Context: an optimization exercise on an open-source flow, tuned for small area and a short achievable clock period. The choices shown serve that exercise and are no tape-out recipe.
No functional check of the RTL was part of any run shown here.

==> flow/design.v (outline; a module is shown in full before it is edited, if it fits) <==
// module kalman_filter: 1232 lines
// module seg_driver: 158 lines
// module bcd_add3: 6 lines
// module kalman_range: 70 lines
// module div100: 238 lines
// module mod100: 50 lines
// module add_fa: 4 lines
// module add_ha: 4 lines
module kalman_range (
    input               clk,
    input               rst_n,
    input       [18:0]  f_data_in,
    input       [18:0]  b_data_in,
    output      [6:0]   hex1,
    output      [6:0]   hex2,
    output      [6:0]   hex3,
    output      [6:0]   hex4,
    output      [6:0]   hex5,
    output      [6:0]   hex6,
    output      [6:0]   hex7,
    output      [6:0]   hex8,
    output      [12:0]  distance_data_f,
    output      [12:0]  distance_data_b
);
  // ...
==> flow/run.sh <==
#!/bin/bash
# synth_recipe.tcl (not shown) runs the flow's synth.tcl, then flattens the netlist and writes it again
# the make line also repeats each setting of config.mk as NAME=value (left out here)
make -C /OpenROAD-flow-scripts/flow DESIGN_CONFIG=/design/flow/config.mk WORK_HOME=/design/flow/orfs CLKGATE_MAP_FILE= SYNTH_SCRIPT=/design/flow/synth_recipe.tcl finish
==> flow/config.mk <==
export PLATFORM = sky130hd
export DESIGN_NAME = kalman_range
export DESIGN_NICKNAME = kalman_range
export VERILOG_FILES = /design/flow/design.v
export SDC_FILE = /design/flow/constraint.sdc
export NUM_CORES = 4
export LEC_CHECK = 0
export ABC_AREA = 1
export CAP_MARGIN = 20
export CORE_MARGIN = 2
export CORE_UTILIZATION = 40
export PLACE_DENSITY = 0.6
export SLEW_MARGIN = 20
export SYNTH_HIERARCHICAL = 1
export SYNTH_MINIMUM_KEEP_SIZE = 0
==> flow/constraint.sdc <==
create_clock -name core_clock -period 140.0 [get_ports {clk}]
set_input_delay 28.0000 -clock core_clock [delete_from_list [all_inputs] [get_ports {clk}]]
set_output_delay 28.0000 -clock core_clock [all_outputs]
set_load 0.01 [all_outputs]
==> metrics.md, run 1 <==
| Metric | Value |
|---|---|
| Run status | no timing/DRC/antenna violations |
| Met2 wire length | 27.7 mm |
| Die height | 235 um |
| Area-dominant class | multi-input gates |
| Non-clk buf share | 5.54% |
| Fin Hold WS | 0.338 ns |
| GR Layer Usage met2 | 35.8% |
| FF/Latch Area | 2010 um^2 |
| GRT busiest layer | met2 |
| Max stage delay on crit path | 0.56 ns |
| # Post-CTS Setup Buffers | 0 |
| Seq/total area | 8.65% |
| Biggest regs | b_kalman_filter.data_out: 19 flops, f_kalman_filter.data_out: 19 flops, u_seg_driver.q1: 13 flops |
| Pre-antenna DRT Iters | 6 |
| Worst-path cell with the longest stage delay | clkdlybuf4s50_1 |
| Worst EP required | 112.00 ns |
| Delay-heaviest family, CP | adder cells |
| Synthesis warning total | 9 |
| Highest metal used | met4 |
| FILL cells | 5,126 |
| Max-cap violations | 0 |
| DPL Wire Length | 49.3 mm |
| DR WL/cell | 18.8 um |
| Post-DRT Antenna Nets | 0 |
| Clkbuf count | 11 |
| Clock tree sinks | 84 |
| Met3 Wirelength | 4.39 mm |
| Final period util | 26.3% |
| Grt met1 use | 30.3% |
| Post-place instance area | 22,900 um^2 |
| Initial antenna violation count | 0 |
| M1 WL | 26.3 mm |
| Skew final | 0.0166 ns |
| Placed insts | 3,182 |
| WL final | 60.0 mm |
| Die width | 235 um |
| TNS Setup | 0 ns |
| Multi-input combinational area share | 73.8% |
==> module div100, before the edit <==
module div100(
    input   [18:0]  x,
    output  [12:0]  q
);
    wire d0 = ~x[0];
    wire d1 = ~x[1];
    wire d2 = ~x[2];
    wire d3 = ~x[3];
    wire d4 = ~x[4];
    wire d5 = ~x[5];
    wire d6 = ~x[6];
    wire d7 = ~x[7];
    wire d8 = ~x[8];
    wire d9 = ~x[9];
    wire d10 = ~x[10];
    wire d11 = ~x[11];
    wire d12 = ~x[12];
    wire d13 = ~x[13];
    wire d14 = ~x[14];
    wire d15 = ~x[15];
    wire d16 = ~x[16];
    wire d17 = ~x[17];
    wire d18 = ~x[18];
    wire d19 = x[2] ^ d7;
    wire d20 = ~d19;
    wire d21 = x[2] | d7;
    wire d22, d23;
    add_ha du0 (.a(d9), .b(d12), .s(d22), .co(d23));
    wire d24, d25;
    add_fa du1 (.a(x[0]), .b(x[3]), .c(d8), .s(d24), .co(d25));
    wire d26, d27;
    add_fa du2 (.a(d10), .b(d13), .c(d21), .s(d26), .co(d27));
    wire d28, d29;
    add_ha du3 (.a(d23), .b(d24), .s(d28), .co(d29));
    wire d30, d31;
    add_fa du4 (.a(x[1]), .b(x[4]), .c(d9), .s(d30), .co(d31));
    wire d32, d33;
    add_fa du5 (.a(d11), .b(d14), .c(d25), .s(d32), .co(d33));
    wire d34, d35;
    add_fa du6 (.a(d30), .b(d27), .c(d29), .s(d34), .co(d35));
    wire d36 = x[0] ^ x[2];
    wire d37 = ~d36;
    wire d38 = x[0] | x[2];
    wire d39, d40;
    add_fa du7 (.a(x[5]), .b(d10), .c(d12), .s(d39), .co(d40));
    wire d41, d42;
    add_fa du8 (.a(d15), .b(d37), .c(d31), .s(d41), .co(d42));
    wire d43, d44;
    add_fa du9 (.a(d39), .b(d33), .c(d41), .s(d43), .co(d44));
    wire d45, d46;
    add_fa du10 (.a(x[1]), .b(x[3]), .c(x[6]), .s(d45), .co(d46));
    wire d47, d48;
    add_fa du11 (.a(d11), .b(d13), .c(d16), .s(d47), .co(d48));
    wire d49, d50;
    add_fa du12 (.a(d38), .b(d40), .c(d45), .s(d49), .co(d50));
    wire d51, d52;
    add_fa du13 (.a(d47), .b(d42), .c(d49), .s(d51), .co(d52));
    wire d53, d54;
    add_fa du14 (.a(x[2]), .b(x[4]), .c(x[7]), .s(d53), .co(d54));
    wire d55, d56;
    add_fa du15 (.a(d12), .b(d14), .c(d17), .s(d55), .co(d56));
    wire d57, d58;
    add_fa du16 (.a(d46), .b(d48), .c(d53), .s(d57), .co(d58));
    wire d59, d60;
    add_fa du17 (.a(d55), .b(d50), .c(d57), .s(d59), .co(d60));
    wire d61, d62;
    add_fa du18 (.a(x[3]), .b(x[5]), .c(x[8]), .s(d61), .co(d62));
    wire d63, d64;
    add_fa du19 (.a(d13), .b(d15), .c(d18), .s(d63), .co(d64));
    wire d65, d66;
    add_fa du20 (.a(d54), .b(d56), .c(d61), .s(d65), .co(d66));
    wire d67, d68;
    add_fa du21 (.a(d63), .b(d58), .c(d65), .s(d67), .co(d68));
    wire d69 = x[4] ^ x[6];
    wire d70 = ~d69;
    wire d71 = x[4] | x[6];
    wire d72, d73;
    add_fa du22 (.a(x[9]), .b(d14), .c(d16), .s(d72), .co(d73));
    wire d74, d75;
    add_fa du23 (.a(d70), .b(d62), .c(d64), .s(d74), .co(d75));
    wire d76, d77;
    add_fa du24 (.a(d72), .b(d66), .c(d74), .s(d76), .co(d77));
    wire d78 = x[5] ^ x[7];
    wire d79 = ~d78;
    wire d80 = x[5] | x[7];
    wire d81, d82;
    add_fa du25 (.a(x[10]), .b(d15), .c(d17), .s(d81), .co(d82));
    wire d83, d84;
    add_fa du26 (.a(d71), .b(d79), .c(d73), .s(d83), .co(d84));
    wire d85, d86;
    add_fa du27 (.a(d81), .b(d75), .c(d83), .s(d85), .co(d86));
    wire d87 = x[6] ^ x[8];
    wire d88 = ~d87;
    wire d89 = x[6] | x[8];
    wire d90, d91;
    add_fa du28 (.a(x[11]), .b(d16), .c(d18), .s(d90), .co(d91));
    wire d92, d93;
    add_fa du29 (.a(d80), .b(d88), .c(d82), .s(d92), .co(d93));
    wire d94, d95;
    add_fa du30 (.a(d90), .b(d84), .c(d92), .s(d94), .co(d95));
    wire d96, d97;
    add_fa du31 (.a(x[7]), .b(x[9]), .c(x[12]), .s(d96), .co(d97));
    wire d98, d99;
    add_fa du32 (.a(d17), .b(d89), .c(d91), .s(d98), .co(d99));
    wire d100, d101;
    add_fa du33 (.a(d96), .b(d93), .c(d98), .s(d100), .co(d101));
    wire d102 = x[8] ^ x[10];
    wire d103 = ~d102;
    wire d104 = x[8] | x[10];
    wire d105, d106;
    add_fa du34 (.a(x[13]), .b(d18), .c(d103), .s(d105), .co(d106));
    wire d107, d108;
    add_fa du35 (.a(d97), .b(d99), .c(d105), .s(d107), .co(d108));
    wire d109, d110;
    add_fa du36 (.a(x[9]), .b(x[11]), .c(x[14]), .s(d109), .co(d110));
    wire d111, d112;
    add_fa du37 (.a(d104), .b(d109), .c(d106), .s(d111), .co(d112));
    wire d113 = x[10] ^ x[12];
    wire d114 = ~d113;
    wire d115 = x[10] | x[12];
    wire d116, d117;
    add_fa du38 (.a(x[15]), .b(d114), .c(d110), .s(d116), .co(d117));
    wire d118 = x[11] ^ x[13];
    wire d119 = ~d118;
    wire d120 = x[11] | x[13];
    wire d121, d122;
    add_fa du39 (.a(x[16]), .b(d115), .c(d119), .s(d121), .co(d122));
    wire d123 = x[12] ^ x[14];
    wire d124 = ~d123;
    wire d125 = x[12] | x[14];
    wire d126, d127;
    add_fa du40 (.a(x[17]), .b(d120), .c(d124), .s(d126), .co(d127));
    wire d128 = x[13] ^ x[15];
    wire d129 = ~d128;
    wire d130 = x[13] | x[15];
    wire d131, d132;
    add_fa du41 (.a(x[18]), .b(d125), .c(d129), .s(d131), .co(d132));
    wire d133 = x[14] ^ x[16];
    wire d134 = ~d133;
    wire d135 = x[14] | x[16];
    wire d136, d137;
    add_ha du42 (.a(d130), .b(d134), .s(d136), .co(d137));
    wire d138 = x[15] ^ x[17];
    wire d139 = ~d138;
    wire d140 = x[15] | x[17];
    wire d141, d142;
    add_ha du43 (.a(d135), .b(d139), .s(d141), .co(d142));
    wire d143 = x[16] ^ x[18];
    wire d144 = ~d143;
    wire d145 = x[16] | x[18];
    wire d146, d147;
    add_ha du44 (.a(d140), .b(d144), .s(d146), .co(d147));
    wire d148 = x[17] ^ d145;
    wire d149 = ~d148;
    wire d150 = x[17] | d145;
    wire d151 = ~x[18];
    wire d152 = d20 & d22;
    wire d153 = d20 ^ d22;
    wire d154 = d26 & d28;
    wire d155 = d26 ^ d28;
    wire d156 = d32 & d34;
    wire d157 = d32 ^ d34;
    wire d158 = d35 & d43;
    wire d159 = d35 ^ d43;
    wire d160 = d44 & d51;
    wire d161 = d44 ^ d51;
    wire d162 = d52 & d59;
    wire d163 = d52 ^ d59;
    wire d164 = d60 & d67;
    wire d165 = d60 ^ d67;
    wire d166 = d68 & d76;
    wire d167 = d68 ^ d76;
    wire d168 = d77 & d85;
    wire d169 = d77 ^ d85;
    wire d170 = d86 & d94;
    wire d171 = d86 ^ d94;
    wire d172 = d95 & d100;
    wire d173 = d95 ^ d100;
    wire d174 = d101 & d107;
    wire d175 = d101 ^ d107;
    wire d176 = d108 & d111;
    wire d177 = d108 ^ d111;
    wire d178 = d112 & d116;
    wire d179 = d112 ^ d116;
    wire d180 = d117 & d121;
    wire d181 = d117 ^ d121;
    wire d182 = d122 & d126;
    wire d183 = d122 ^ d126;
    wire d184 = d127 & d131;
    wire d185 = d127 ^ d131;
    wire d186 = d132 & d136;
    wire d187 = d132 ^ d136;
    wire d188 = d137 & d141;
    wire d189 = d137 ^ d141;
    wire d190 = d142 & d146;
    wire d191 = d142 ^ d146;
    wire d192 = d147 & d149;
    wire d193 = d147 ^ d149;
    wire d194 = d150 & d151;
    wire d195 = d150 ^ d151;
    wire d196 = ~x[18];
    wire d197 = d154 | (d155 & d152);
    wire d198 = d156 | (d157 & d197);
    wire d199 = d158 | (d159 & d198);
    wire d200 = d160 | (d161 & d199);
    wire d201 = d162 | (d163 & d200);
    wire d202 = d164 | (d165 & d201);
    wire d203 = d166 | (d167 & d202);
    wire d204 = d168 | (d169 & d203);
    wire d205 = d170 | (d171 & d204);
    wire d206 = d172 | (d173 & d205);
    wire d207 = d174 | (d175 & d206);
    wire d208 = d176 | (d177 & d207);
    wire d209 = d178 | (d179 & d208);
    wire d210 = d180 | (d181 & d209);
    wire d211 = d182 | (d183 & d210);
    wire d212 = d184 | (d185 & d211);
    wire d213 = d186 | (d187 & d212);
    wire d214 = d188 | (d189 & d213);
    wire d215 = d190 | (d191 & d214);
    wire d216 = d192 | (d193 & d215);
    wire d217 = d194 | (d195 & d216);
    wire d218 = x[18] | (d196 & d217);
    wire d219 = d173 ^ d205;
    wire d220 = d175 ^ d206;
    wire d221 = d177 ^ d207;
    wire d222 = d179 ^ d208;
    wire d223 = d181 ^ d209;
    wire d224 = d183 ^ d210;
    wire d225 = d185 ^ d211;
    wire d226 = d187 ^ d212;
    wire d227 = d189 ^ d213;
    wire d228 = d191 ^ d214;
    wire d229 = d193 ^ d215;
    wire d230 = d195 ^ d216;
    wire d231 = d196 ^ d217;
    assign q = {d231, d230, d229, d228, d227, d226, d225, d224, d223, d222, d221, d220, d219};
endmodule
==> inputs of run 2 (changes only) <==
--- a/flow/design.v
+++ b/flow/design.v
@@ -1666,41 +1666,114 @@
     wire d195 = d150 ^ d151;
     wire d196 = ~x[18];
     wire d197 = d154 | (d155 & d152);
-    wire d198 = d156 | (d157 & d197);
-    wire d199 = d158 | (d159 & d198);
-    wire d200 = d160 | (d161 & d199);
-    wire d201 = d162 | (d163 & d200);
-    wire d202 = d164 | (d165 & d201);
-    wire d203 = d166 | (d167 & d202);
-    wire d204 = d168 | (d169 & d203);
-    wire d205 = d170 | (d171 & d204);
-    wire d206 = d172 | (d173 & d205);
-    wire d207 = d174 | (d175 & d206);
-    wire d208 = d176 | (d177 & d207);
-    wire d209 = d178 | (d179 & d208);
-    wire d210 = d180 | (d181 & d209);
-    wire d211 = d182 | (d183 & d210);
-    wire d212 = d184 | (d185 & d211);
-    wire d213 = d186 | (d187 & d212);
-    wire d214 = d188 | (d189 & d213);
-    wire d215 = d190 | (d191 & d214);
-    wire d216 = d192 | (d193 & d215);
-    wire d217 = d194 | (d195 & d216);
-    wire d218 = x[18] | (d196 & d217);
-    wire d219 = d173 ^ d205;
-    wire d220 = d175 ^ d206;
-    wire d221 = d177 ^ d207;
-    wire d222 = d179 ^ d208;
-    wire d223 = d181 ^ d209;
-    wire d224 = d183 ^ d210;
-    wire d225 = d185 ^ d211;
-    wire d226 = d187 ^ d212;
-    wire d227 = d189 ^ d213;
-    wire d228 = d191 ^ d214;
-    wire d229 = d193 ^ d215;
-    wire d230 = d195 ^ d216;
-    wire d231 = d196 ^ d217;
-    assign q = {d231, d230, d229, d228, d227, d226, d225, d224, d223, d222, d221, d220, d219};
+    wire d198 = d155 & d153;
+    wire d199 = d158 | (d159 & d156);
+    wire d200 = d159 & d157;
+    wire d201 = d162 | (d163 & d160);
+    wire d202 = d163 & d161;
+    wire d203 = d166 | (d167 & d164);
+    wire d204 = d167 & d165;
+    wire d205 = d170 | (d171 & d168);
+    wire d206 = d171 & d169;
+    wire d207 = d174 | (d175 & d172);
+    wire d208 = d175 & d173;
+    wire d209 = d178 | (d179 & d176);
+    wire d210 = d179 & d177;
+    wire d211 = d182 | (d183 & d180);
+    wire d212 = d183 & d181;
+    wire d213 = d186 | (d187 & d184);
+    wire d214 = d187 & d185;
+    wire d215 = d190 | (d191 & d188);
+    wire d216 = d191 & d189;
+    wire d217 = d194 | (d195 & d192);
+    wire d218 = d195 & d193;
+    wire d219 = d156 | (d157 & d197);
+    wire d220 = d157 & d198;
+    wire d221 = d199 | (d200 & d197);
+    wire d222 = d200 & d198;
+    wire d223 = d164 | (d165 & d201);
+    wire d224 = d165 & d202;
+    wire d225 = d203 | (d204 & d201);
+    wire d226 = d204 & d202;
+    wire d227 = d172 | (d173 & d205);
+    wire d228 = d173 & d206;
+    wire d229 = d207 | (d208 & d205);
+    wire d230 = d208 & d206;
+    wire d231 = d180 | (d181 & d209);
+    wire d232 = d181 & d210;
+    wire d233 = d211 | (d212 & d209);
+    wire d234 = d212 & d210;
+    wire d235 = d188 | (d189 & d213);
+    wire d236 = d189 & d214;
+    wire d237 = d215 | (d216 & d213);
+    wire d238 = d216 & d214;
+    wire d239 = x[18] | (d196 & d217);
+    wire d240 = d196 & d218;
+    wire d241 = d168 | (d169 & d225);
+    wire d242 = d169 & d226;
+    wire d243 = d205 | (d206 & d225);
+    wire d244 = d206 & d226;
+    wire d245 = d227 | (d228 & d225);
+    wire d246 = d228 & d226;
+    wire d247 = d229 | (d230 & d225);
+    wire d248 = d230 & d226;
+    wire d249 = d184 | (d185 & d233);
+    wire d250 = d185 & d234;
+    wire d251 = d213 | (d214 & d233);
+    wire d252 = d214 & d234;
+    wire d253 = d235 | (d236 & d233);
+    wire d254 = d236 & d234;
+    wire d255 = d237 | (d238 & d233);
+    wire d256 = d238 & d234;
+    wire d257 = d176 | (d177 & d247);
+    wire d258 = d177 & d248;
+    wire d259 = d209 | (d210 & d247);
+    wire d260 = d210 & d248;
+    wire d261 = d231 | (d232 & d247);
+    wire d262 = d232 & d248;
+    wire d263 = d233 | (d234 & d247);
+    wire d264 = d234 & d248;
+    wire d265 = d249 | (d250 & d247);
+    wire d266 = d250 & d248;
+    wire d267 = d251 | (d252 & d247);
+    wire d268 = d252 & d248;
+    wire d269 = d253 | (d254 & d247);
+    wire d270 = d254 & d248;
+    wire d271 = d255 | (d256 & d247);
+    wire d272 = d256 & d248;
+    wire d273 = d160 | (d161 & d221);
+    wire d274 = d201 | (d202 & d221);
+    wire d275 = d223 | (d224 & d221);
+    wire d276 = d225 | (d226 & d221);
+    wire d277 = d241 | (d242 & d221);
+    wire d278 = d243 | (d244 & d221);
+    wire d279 = d245 | (d246 & d221);
+    wire d280 = d247 | (d248 & d221);
+    wire d281 = d257 | (d258 & d221);
+    wire d282 = d259 | (d260 & d221);
+    wire d283 = d261 | (d262 & d221);
+    wire d284 = d263 | (d264 & d221);
+    wire d285 = d265 | (d266 & d221);
+    wire d286 = d267 | (d268 & d221);
+    wire d287 = d269 | (d270 & d221);
+    wire d288 = d271 | (d272 & d221);
+    wire d289 = d192 | (d193 & d288);
+    wire d290 = d217 | (d218 & d288);
+    wire d291 = d239 | (d240 & d288);
+    wire d292 = d173 ^ d278;
+    wire d293 = d175 ^ d279;
+    wire d294 = d177 ^ d280;
+    wire d295 = d179 ^ d281;
+    wire d296 = d181 ^ d282;
+    wire d297 = d183 ^ d283;
+    wire d298 = d185 ^ d284;
+    wire d299 = d187 ^ d285;
+    wire d300 = d189 ^ d286;
+    wire d301 = d191 ^ d287;
+    wire d302 = d193 ^ d288;
+    wire d303 = d195 ^ d289;
+    wire d304 = d196 ^ d290;
+    assign q = {d304, d303, d302, d301, d300, d299, d298, d297, d296, d295, d294, d293, d292};
 endmodule
 module mod100(
     input   [18:0]  x,
==> metrics.md, run 2 <==
| Metric | Value |
|---|---|
| Pre-antenna DRT Iters | 6 (unchanged) |
| DPL Wire Length | 52.2 mm (was 49.3 mm) |
| Max-cap violations | 0 (unchanged) |
| Max-Slew Margin vs Limit | 40.5% (was 44.0%) |
| Hold path depth | 0 (unchanged) |
| Die height | 240 um (was 235 um) |
| Resized Gates After CTS | 0 (unchanged) |
| I/O pins | 122 (unchanged) |
| Grt total ovfl | 0 (unchanged) |
| Delay-heaviest family, CP | adder cells (unchanged) |
| Routability cong. | 0.972 (was 0.929) |
| Reg2Reg Depth | 30 (was 31) |
| Largest net degree at the start of global routing | 53 (was 56) |
| Synthesis warning total | 9 (unchanged) |
| Post-DRT Antenna Nets | 0 (unchanged) |
| Hold Crit Class | reg2reg (unchanged) |
| Most frequent cells in the layout | nand2_1, fa_1, inv_1 (unchanged) |
| Final instance area | 24,200 um^2 (was 23,300 um^2) |
| Area grow syn2layout | 8.33% (was 8.66%) |
| Starting Density | 40.5% (was 40.6%) |
| Setup violators final | 0 (unchanged) |
| Synth Cell Area | 22,400 um^2 (was 21,400 um^2) |
| Gate count of the mapped netlist | 2,690 (was 2,486) |
| Max clock buf depth | 2 (unchanged) |
| Crit path buf inv count | 3 (was 2) |
| TritonCTS clock tree | done (unchanged) |
| Worst-path cell with the longest stage delay | fa_1 (was clkdlybuf4s50_1) |
| CP max FO | 14 (was 5) |
| Unrepaired setup endpoints after global routing | false (unchanged) |
| Worst EP arrival | 35.32 ns (was 8.82 ns) |
| Worst EP required | 140.25 ns (was 112.00 ns) |
| Iteration-0 DRC Markers | 1,420 (was 1,490) |
| Hold-fix buffers at CTS | 0 (unchanged) |
| H-tree lvl count | 3 (unchanged) |
| Run status | no timing/DRC/antenna violations (unchanged) |
| Most used cell, CP | fa_1 (unchanged) |
| Fin crit period | 35.07 ns (was 36.82 ns) |
| Max Fclk | 28.5 MHz (was 27.2 MHz) |
| Crit Path Class | in2reg (was reg2out) |
| # Post-CTS Setup Buffers | 0 (unchanged) |
| CTS buffer count | 9 (unchanged) |
| Syn Area/Cell | 8.31 um^2 (was 8.61 um^2) |
| CP Capture Type | flop (was output pin) |
| Total global-route track usage | 22.6% (was 22.1%) |
| Worst skew pair latency | 0.36 ns (was 0.37 ns) |
| Die area | 57,800 um^2 (was 55,400 um^2) |
| Layout cell share with drive strength beyond 1 | 6.23% (was 5.50%) |
| Initial antenna violation count | 0 (unchanged) |
| Clock-pin slew on the worst setup and hold paths | 0.08 ns (was 0.07 ns) |
| Max Slew Vio Count | 0 (unchanged) |
| Vias in the first global route | 19.1k (was 18.2k) |
| TNS Setup | 0 ns (unchanged) |
| Skew final | 0.0154 ns (was 0.0166 ns) |
| Critical Path Start Type | input pin (was flop) |
| Slew @ Worst Pin | 0.892 ns (was 0.838 ns) |
| DRC errors left | 0 (unchanged) |
| Root Driver | clkbuf_16 (unchanged) |
| Core Footprint | 55,200 um^2 (was 52,800 um^2) |
| CP Depth | 32 (was 33) |
| Clock tree sinks | 84 (unchanged) |
| Routed vias | 18.6k (was 17.4k) |
| Commonest non-fill, non-tap cell in the layout | nand2_1 (unchanged) |
| Final hold vios | 0 (unchanged) |
| Std cell rows | 86 (was 84) |
| Post-place instance area | 23,900 um^2 (was 22,900 um^2) |
| Biggest regs | b_kalman_filter.data_out: 19 flops, f_kalman_filter.data_out: 19 flops, u_seg_driver.q1: 13 flops (unchanged) |
| Global-route wire length before repair | 103 mm (was 97.6 mm) |
| DR WL/cell | 18.4 um (was 18.8 um) |
| Max stage delay on crit path | 0.49 ns (was 0.56 ns) |
| Die width | 240 um (was 235 um) |
| NumNets Final | 3,381 (was 3,178) |
| WL final | 63.6 mm (was 60.0 mm) |
| Vias per cell | 5.37 (was 5.43) |
| Final period util | 25.0% (was 26.3%) |
| Port bufs | 120 (unchanged) |
-- run 2: cell count changes in the layout (fill, tap and decap cells not counted), sizes merged, moves of 22 or more --
cell	before	now
fa	420	398
inv	414	436
nand2	525	603
a21oi	40	68
nand3	83	107
ha	213	237
-- run 2: area by class of cell --
cell class	count	area, um^2
fill	5403	31000
multi-input combinational	2034	18000
sequential	84	2010
inverter	448	1680
timing repair buffer	129	1270
tap	748	936
clock buffer	13	283
clock inverter	3	23.8
antenna	1	2.50
-- run 2: final timing paths --
path | startpoint | endpoint | slack, ns
max in group asynchronous | rst_n | b_kalman_filter.data_out[0]$_DFF_PN0_ | 111.50
min in group asynchronous | rst_n | f_kalman_filter.data_out[15]$_DFF_PN0_ | 27.49
worst min register to register | u_seg_driver.r1[0]$_DFF_P_ | u_seg_driver.point_3[0]$_DFF_PN0_ | 0.33
worst max register to register | f_kalman_filter.data_out[0]$_DFF_PN0_ | f_kalman_filter.data_out[17]$_DFF_PN0_ | 132.32
worst max-delay path | f_data_in[0] | f_kalman_filter.data_out[17]$_DFF_PN0_ | 104.93
worst min-delay path | u_seg_driver.r1[0]$_DFF_P_ | u_seg_driver.point_3[0]$_DFF_PN0_ | 0.33
-- run 2: stage by stage --
stage | setup WS, ns | std cells | util, % | hold WS, ns
floorplan | 105.48 | 2702 | - | 0.316
global placement | 104.67 | 3443 | 43.3 | 0.325
detailed placement | 104.60 | 3443 | 43.3 | 0.332
CTS | 104.94 | 3459 | 43.9 | 0.336
global route | 104.38 | 3459 | 43.9 | 0.348
finish | 104.93 | 3460 | 43.9 | 0.331
-- run 2: routing by layer --
layer / wire length [um] / vias up / track usage, % / share of wire (%)
li1: - / 8726 / - / -
met1: 27800 / 9084 / 30.9 / 44
met2: 29800 / 679 / 37.1 / 47
met3: 4430 / 85 / 2.92 / 7.0
met4: 1500 / 0 / 6.87 / 2.4
met5: 0 / - / 0 / 0
==> inputs of run 3 (changes only) <==
--- a/flow/config.mk
+++ b/flow/config.mk
@@ -8,8 +8,8 @@
 export ABC_AREA = 1
 export CAP_MARGIN = 20
 export CORE_MARGIN = 2
-export CORE_UTILIZATION = 40
-export PLACE_DENSITY = 0.6
+export CORE_UTILIZATION = 65
+export PLACE_DENSITY = 0.75
 export SLEW_MARGIN = 20
 export SYNTH_HIERARCHICAL = 1
 export SYNTH_MINIMUM_KEEP_SIZE = 0
==> metrics.md, run 3 <==
| Metric | Value |
|---|---|
| Core Footprint | 33,700 um^2 (was 55,200 um^2) |
| Iteration-0 DRC Markers | 1,950 (was 1,420) |
| Crit path buf inv count | 5 (was 3) |
| Fin crit period | 35.13 ns (was 35.07 ns) |
| Resized Gates After CTS | 0 (unchanged) |
| Layout cell share with drive strength beyond 1 | 6.27% (was 6.23%) |
| Setup ws final | 104.87 ns (was 104.93 ns) |
| FILL cells | 2,682 (was 5,403) |
| Worst EP required | 140.26 ns (was 140.25 ns) |
| Root Driver | clkbuf_16 (unchanged) |
| Global-route wire length before repair | 98.6 mm (was 103 mm) |
| Highest metal used | met4 (unchanged) |
| M1 WL | 25.1 mm (was 27.8 mm) |
| Setup violators final | 0 (unchanged) |
| Crit Path Class | in2reg (unchanged) |
| DR WL/cell | 18.9 um (was 18.4 um) |
| TritonCTS clock tree | done (unchanged) |
| FF/Latch Area | 2010 um^2 (unchanged) |
| CTS buffer count | 9 (unchanged) |
| Max-cap violations | 0 (unchanged) |
| Unrepaired setup endpoints after global routing | false (unchanged) |
| Hold-fix buffers at CTS | 0 (unchanged) |
| Gate count of the mapped netlist | 2,690 (unchanged) |
| Vias in the first global route | 19.4k (was 19.1k) |
| Placement Setup Slack | 104.57 ns (was 104.60 ns) |
| Syn Area/Cell | 8.31 um^2 (unchanged) |
| Routability cong. | 0.984 (was 0.972) |
| Met2 wire length | 26.7 mm (was 29.8 mm) |
| Largest net degree at the start of global routing | 65 (was 53) |
| Biggest regs | b_kalman_filter.data_out: 19 flops, f_kalman_filter.data_out: 19 flops, u_seg_driver.q1: 13 flops (unchanged) |
| Clock-pin slew on the worst setup and hold paths | 0.07 ns (was 0.08 ns) |
| Die width | 189 um (was 240 um) |
| CP max FO | 14 (unchanged) |
| Run status | no timing/DRC/antenna violations (unchanged) |
| Total global-route track usage | 34.7% (was 22.6%) |
| Vias per cell | 6.05 (was 5.37) |
| Multi-input logic area | 18,000 um^2 (about the same) |
| Synthesis warning total | 9 (unchanged) |
| Reg2Reg Depth | 31 (was 30) |
| Antenna Cells | 0 (was 1) |
| DPL Wire Length | 48.4 mm (was 52.2 mm) |
| Skew final | 0.0231 ns (was 0.0154 ns) |
| CP Depth | 33 (was 32) |
| Worst EP arrival | 35.39 ns (was 35.32 ns) |
| Most used cell, CP | fa_1 (unchanged) |
| WL final | 59.6 mm (was 63.6 mm) |
| Die height | 189 um (was 240 um) |
| Post-DRT Antenna Nets | 0 (unchanged) |
| TNS Setup | 0 ns (unchanged) |
| DRC errors left | 0 (unchanged) |
| Pre-antenna DRT Iters | 6 (unchanged) |
| Worst-path cell with the longest stage delay | fa_1 (unchanged) |
| Grt total ovfl | 0 (unchanged) |
| Max Slew Vio Count | 0 (unchanged) |
| Met3 Wirelength | 5.85 mm (was 4.43 mm) |
| Max stage delay on crit path | 0.51 ns (was 0.49 ns) |
| Routed vias | 19.1k (was 18.6k) |
| Final hold vios | 0 (unchanged) |
| Final period util | 25.1% (was 25.0%) |
| R2R Path Start | f_kalman_filter.data_out[0]$_DFF_PN0_ (unchanged) |
| Initial antenna violation count | 1 (was 0) |
| Synth Cell Area | 22,400 um^2 (unchanged) |
| Max clock buf depth | 2 (unchanged) |
| Crit. Startpoint | f_data_in[0] (unchanged) |
| Die area | 35,900 um^2 (was 57,800 um^2) |
| Slew @ Worst Pin | 0.889 ns (was 0.892 ns) |
| # Post-CTS Setup Buffers | 0 (unchanged) |
| Max-Slew Margin vs Limit | 40.7% (was 40.5%) |
| Starting Density | 66.4% (was 40.5%) |
| Commonest non-fill, non-tap cell in the layout | nand2_1 (unchanged) |
| Max Fclk | 28.5 MHz (about the same) |
| Area grow syn2layout | 6.56% (was 8.33%) |
| Hold Crit Class | reg2reg (unchanged) |
| Port bufs | 120 (unchanged) |
| Delay-heaviest family, CP | adder cells (unchanged) |
| Clock tree sinks | 84 (unchanged) |
| Worst skew pair latency | 0.38 ns (was 0.36 ns) |
| CP Capture Point | f_kalman_filter.data_out[15]$_DFF_PN0_ (was f_kalman_filter.data_out[17]$_DFF_PN0_) |
| Fin Hold WS | 0.330 ns (was 0.331 ns) |
| Most frequent cells in the layout | nand2_1, fa_1, inv_1 (unchanged) |
| Critical Path Start Type | input pin (unchanged) |
| I/O pins | 122 (unchanged) |
| Worst R2R End | f_kalman_filter.data_out[15]$_DFF_PN0_ (was f_kalman_filter.data_out[17]$_DFF_PN0_) |
| NumNets Final | 3,380 (was 3,381) |
| Register-to-Register Setup Slack | 132.31 ns (was 132.32 ns) |
| Std cell rows | 67 (was 86) |
| CP Capture Type | flop (unchanged) |
| H-tree lvl count | 3 (unchanged) |
-- run 3: routing by layer --
metal	track usage [%]	vias to the layer above
met5	0	-
met4	11.7	0
met3	6.86	181
met2	54.5	1034
met1	48.5	9179
li1	-	8710
-- run 3: worst min-delay path by stage --
| stage | slack [ns] | from | cells after the start | endpoint |
|---|---|---|---|---|
| 3_3_place_gp | 0.32 | u_seg_driver.q1[0]$_DFF_P_ | 0 | u_seg_driver.point_1[0]$_DFF_PN0_ |
| 3_5_place_dp | 0.32 | u_seg_driver.q1[0]$_DFF_P_ | 0 | u_seg_driver.point_1[0]$_DFF_PN0_ |
| 2_1_floorplan | 0.32 | u_seg_driver.q1[0]$_DFF_P_ | 0 | u_seg_driver.point_1[0]$_DFF_PN0_ |
| 5_1_grt | 0.33 | u_seg_driver.q1[0]$_DFF_P_ | 0 | u_seg_driver.point_1[0]$_DFF_PN0_ |
| 6_report | 0.33 | u_seg_driver.q1[0]$_DFF_P_ | 0 | u_seg_driver.point_1[0]$_DFF_PN0_ |
| 4_1_cts | 0.33 | u_seg_driver.q1[0]$_DFF_P_ | 0 | u_seg_driver.point_1[0]$_DFF_PN0_ |
-- run 3: metrics by stage --
step | utilization [%] | cell area, um^2 | instances
floorplan | - | 22400 | 2702
global placement | 69.8 | 23500 | 3142
detailed placement | 69.8 | 23500 | 3142
CTS | 70.7 | 23800 | 3158
global route | 70.7 | 23800 | 3158
finish | 70.7 | 23800 | 3158
-- run 3: area by class of cell --
cell class	count	area share (%)
clock buffers	9	0.945
clock inverters	7	0.331
inverters	448	7.06
multi-input cells	2034	75.6
flip-flops and latches	84	8.44
well taps	448	2.35
repair buffers	128	5.28
==> inputs of run 4 (changes only) <==
==> flow/flow/run.sh (new file) <==
#!/bin/bash
# The standard layout (the standard.sh: ORFS with the standard synthesis),
# with the port buffers that global placement inserts made buf_1 cells instead
# of the delay buffers buffer_ports picks on its own. Every port still gets
# its own buffer. ORFS writes each step's full log under orfs/logs; make's own
# output goes to flow_make.log here.
set -euo pipefail
export BUFFER_PORTS_ARGS="-buffer_cell sky130_fd_sc_hd__buf_1"
bash standard.sh finish > flow_make.log 2>&1
==> flow/standard.sh (new file) <==
#!/bin/bash
# synth_recipe.tcl (not shown) runs the flow's synth.tcl, then flattens the netlist and writes it again
# the make line also repeats each setting of config.mk as NAME=value (left out here)
make -C /OpenROAD-flow-scripts/flow DESIGN_CONFIG=/design/flow/config.mk WORK_HOME=/design/flow/orfs CLKGATE_MAP_FILE= SYNTH_SCRIPT=/design/flow/synth_recipe.tcl "${@:-finish}"
--- a/flow/config.mk
+++ b/flow/config.mk
@@ -8,8 +8,8 @@
 export ABC_AREA = 1
 export CAP_MARGIN = 20
 export CORE_MARGIN = 2
-export CORE_UTILIZATION = 65
-export PLACE_DENSITY = 0.75
+export CORE_UTILIZATION = 40
+export PLACE_DENSITY = 0.6
 export SLEW_MARGIN = 20
 export SYNTH_HIERARCHICAL = 1
 export SYNTH_MINIMUM_KEEP_SIZE = 0
removed: flow/run.sh
==> metrics.md, run 4 <==
| Metric | Value |
|---|---|
| Run status | no timing/DRC/antenna violations (unchanged) |
| Routed vias | 18.6k (was 19.1k) |
| Setup ws final | 105.26 ns (was 104.87 ns) |
| Met3 Wirelength | 4.77 mm (was 5.85 mm) |
| Max Fclk | 28.8 MHz (was 28.5 MHz) |
| Commonest non-fill, non-tap cell in the layout | nand2_1 (unchanged) |
| Setup violators final | 0 (unchanged) |
| Pre-antenna DRT Iters | 6 (unchanged) |
| CP Capture Point | f_kalman_filter.data_out[15]$_DFF_PN0_ (unchanged) |
| Final hold vios | 0 (unchanged) |
| Syn Area/Cell | 8.31 um^2 (unchanged) |
| Critical Path Start Type | input pin (unchanged) |
| Global-route wire length before repair | 100 mm (was 98.6 mm) |
| M1 WL | 27.0 mm (was 25.1 mm) |
| Crit Path Class | in2reg (unchanged) |
| Worst R2R End | f_kalman_filter.data_out[15]$_DFF_PN0_ (unchanged) |
| DR WL/cell | 18.0 um (was 18.9 um) |
| I/O pins | 122 (unchanged) |
| Core Footprint | 55,200 um^2 (was 33,700 um^2) |
| Hold-fix buffers at CTS | 0 (unchanged) |
| Port bufs | 120 (unchanged) |
| Vias per cell | 5.39 (was 6.05) |
| Skew final | 0.0140 ns (was 0.0231 ns) |
| Placement Setup Slack | 104.88 ns (was 104.57 ns) |
| Iteration-0 DRC Markers | 1,445 (was 1,950) |
| Area grow syn2layout | 5.14% (was 6.56%) |
| CP max FO | 14 (unchanged) |
| Max clock buf depth | 2 (unchanged) |
| Unrepaired setup endpoints after global routing | false (unchanged) |
| Die height | 240 um (was 189 um) |
| Worst EP arrival | 35.02 ns (was 35.39 ns) |
| Met2 wire length | 29.1 mm (was 26.7 mm) |
| HP Start | u_seg_driver.r1[0]$_DFF_P_ (was u_seg_driver.q1[0]$_DFF_P_) |
| CP Capture Type | flop (unchanged) |
| Antenna Cells | 0 (unchanged) |
| Routability cong. | 0.962 (was 0.984) |
| Starting Density | 40.5% (was 66.4%) |
| Fin crit period | 34.74 ns (was 35.13 ns) |
| Final period util | 24.8% (was 25.1%) |
| Synth Cell Area | 22,400 um^2 (unchanged) |
| Grt total ovfl | 0 (unchanged) |
| Most used cell, CP | fa_1 (unchanged) |
| FILL cells | 5,461 (was 2,682) |
| Max Slew Vio Count | 0 (unchanged) |
| Register-to-Register Setup Slack | 132.25 ns (was 132.31 ns) |
| Layout cell share with drive strength beyond 1 | 6.27% (unchanged) |
| Highest metal used | met4 (unchanged) |
| Synthesis warning total | 9 (unchanged) |
| Max stage delay on crit path | 0.51 ns (about the same) |
| TNS Setup | 0 ns (unchanged) |
| Resized Gates After CTS | 0 (unchanged) |
| Std cell rows | 86 (was 67) |
| NumNets Final | 3,380 (unchanged) |
| Max-cap violations | 0 (unchanged) |
| Die area | 57,800 um^2 (was 35,900 um^2) |
| DRC errors left | 0 (unchanged) |
| H-tree lvl count | 3 (unchanged) |
| Vias in the first global route | 18.9k (was 19.4k) |
| Most frequent cells in the layout | nand2_1, fa_1, inv_1 (unchanged) |
| Worst skew pair latency | 0.39 ns (was 0.38 ns) |
| Hold Crit Class | reg2reg (unchanged) |
| Clock tree sinks | 84 (unchanged) |
| Worst EP required | 140.28 ns (was 140.26 ns) |
| Biggest regs | b_kalman_filter.data_out: 19 flops, f_kalman_filter.data_out: 19 flops, u_seg_driver.q1: 13 flops (unchanged) |
| Post-DRT Antenna Nets | 0 (unchanged) |
| Total global-route track usage | 22.1% (was 34.7%) |
| Crit. Startpoint | f_data_in[0] (unchanged) |
| CTS buffer count | 9 (unchanged) |
| DPL Wire Length | 50.8 mm (was 48.4 mm) |
| Die width | 240 um (was 189 um) |
| WL final | 62.3 mm (was 59.6 mm) |
| Max-Slew Margin vs Limit | 39.2% (was 40.7%) |
| Gate count of the mapped netlist | 2,690 (unchanged) |
| TritonCTS clock tree | done (unchanged) |
| Initial antenna violation count | 0 (was 1) |
| Core Util, Final | 42.6% (was 70.7%) |
| Clock-pin slew on the worst setup and hold paths | 0.08 ns (was 0.07 ns) |
| Largest net degree at the start of global routing | 65 (unchanged) |
| Slew @ Worst Pin | 0.911 ns (was 0.889 ns) |
| Root Driver | clkbuf_16 (unchanged) |
| R2R Path Start | f_kalman_filter.data_out[0]$_DFF_PN0_ (unchanged) |
| # Post-CTS Setup Buffers | 0 (unchanged) |
| Worst-path cell with the longest stage delay | fa_1 (unchanged) |
| Reg2Reg Depth | 31 (unchanged) |
==> run 4: how the worst min path moves through the flow <==
stage | to | slack, ns | cells past startpoint
2_1_floorplan | u_seg_driver.point_1[0]$_DFF_PN0_ | 0.32 | 0
3_3_place_gp | u_seg_driver.point_3[0]$_DFF_PN0_ | 0.32 | 0
3_5_place_dp | u_seg_driver.point_3[0]$_DFF_PN0_ | 0.32 | 0
4_1_cts | u_seg_driver.point_3[0]$_DFF_PN0_ | 0.34 | 0
5_1_grt | u_seg_driver.point_3[0]$_DFF_PN0_ | 0.34 | 0
6_report | u_seg_driver.point_3[0]$_DFF_PN0_ | 0.34 | 0
==> run 4: cell type report <==
cell class / instances / area [um^2] / share of cell area [%]
clock buffers: 9 / 225 / 0.958
clock inverters: 7 / 103 / 0.436
inverters: 448 / 1680 / 7.15
multi-input cells: 2034 / 18000 / 76.6
flip-flops and latches: 84 / 2010 / 8.56
well taps: 748 / 936 / 3.98
repair buffers: 128 / 534 / 2.27
==> run 4: critical path: cells and delay by family <==
family / cells / cell delay, ns
AOI/OAI and AO/OA: 5 / 0.81
xor gates and xnor gates: 1 / 0.17
adders and majority gates: 10 / 3.99
buffers and inverters: 5 / 0.44
and+or+nand+nor: 12 / 1.57
==> run 4: layer usage <==
metal | GRT usage [%] | up-vias
met5 | 0 | -
met4 | 6.66 | 0
met3 | 3.50 | 89
met2 | 36.2 | 778
met1 | 30.2 | 9062
li1 | - | 8707
==> run 4: through the flow <==
stage	cells	hold slack (ns)	cell area, um^2
6_report	3458	0.338	23500
2_1_floorplan	2702	0.316	22400
4_1_cts	3457	0.339	23500
3_5_place_dp	3441	0.322	23200
5_1_grt	3458	0.340	23500
3_3_place_gp	3441	0.318	23200

afterwards: timing with drivers on the ports:
No port has a modelled driver above. Below, the same layouts with a new extraction and two added sets of constraints. Step 1 (the two cells are an assumption about what drives the block):
set clk [get_ports {clk}]
set_driving_cell -lib_cell sky130_fd_sc_hd__clkbuf_16 $clk
set_driving_cell -lib_cell sky130_fd_sc_hd__buf_2 [delete_from_list [all_inputs] $clk]
Step 2 times the ports against the registers' clock, not the clock port: input delays grow and output delays shrink by t, the midpoint of the rising clock arrivals with the driver on. Three values: no drivers, after step 1, after step 2; two values: the first two.
run | shift t [ns] | setup WS [ns] | hold WS [ns] | pins driven straight from the clock port
run 1 | 0.422 | 103.182 / 103.121 / 103.543 | 0.338 / 0.338 / 0.338 | 1
run 2 | 0.407 | 104.932 / 104.963 / 104.556 | 0.331 / 0.331 / 0.331 | 1
run 3 | 0.426 | 104.871 / 104.906 / 104.480 | 0.330 / 0.330 / 0.330 | 1
run 4 | 0.432 | 105.257 / 105.289 / 104.856 | 0.338 / 0.338 / 0.338 | 1
After both steps setup and hold are still met in every run listed. The setup slack of run 4, which loses most, moves by +0.032 ns with the drivers and by -0.401 ns with both steps.
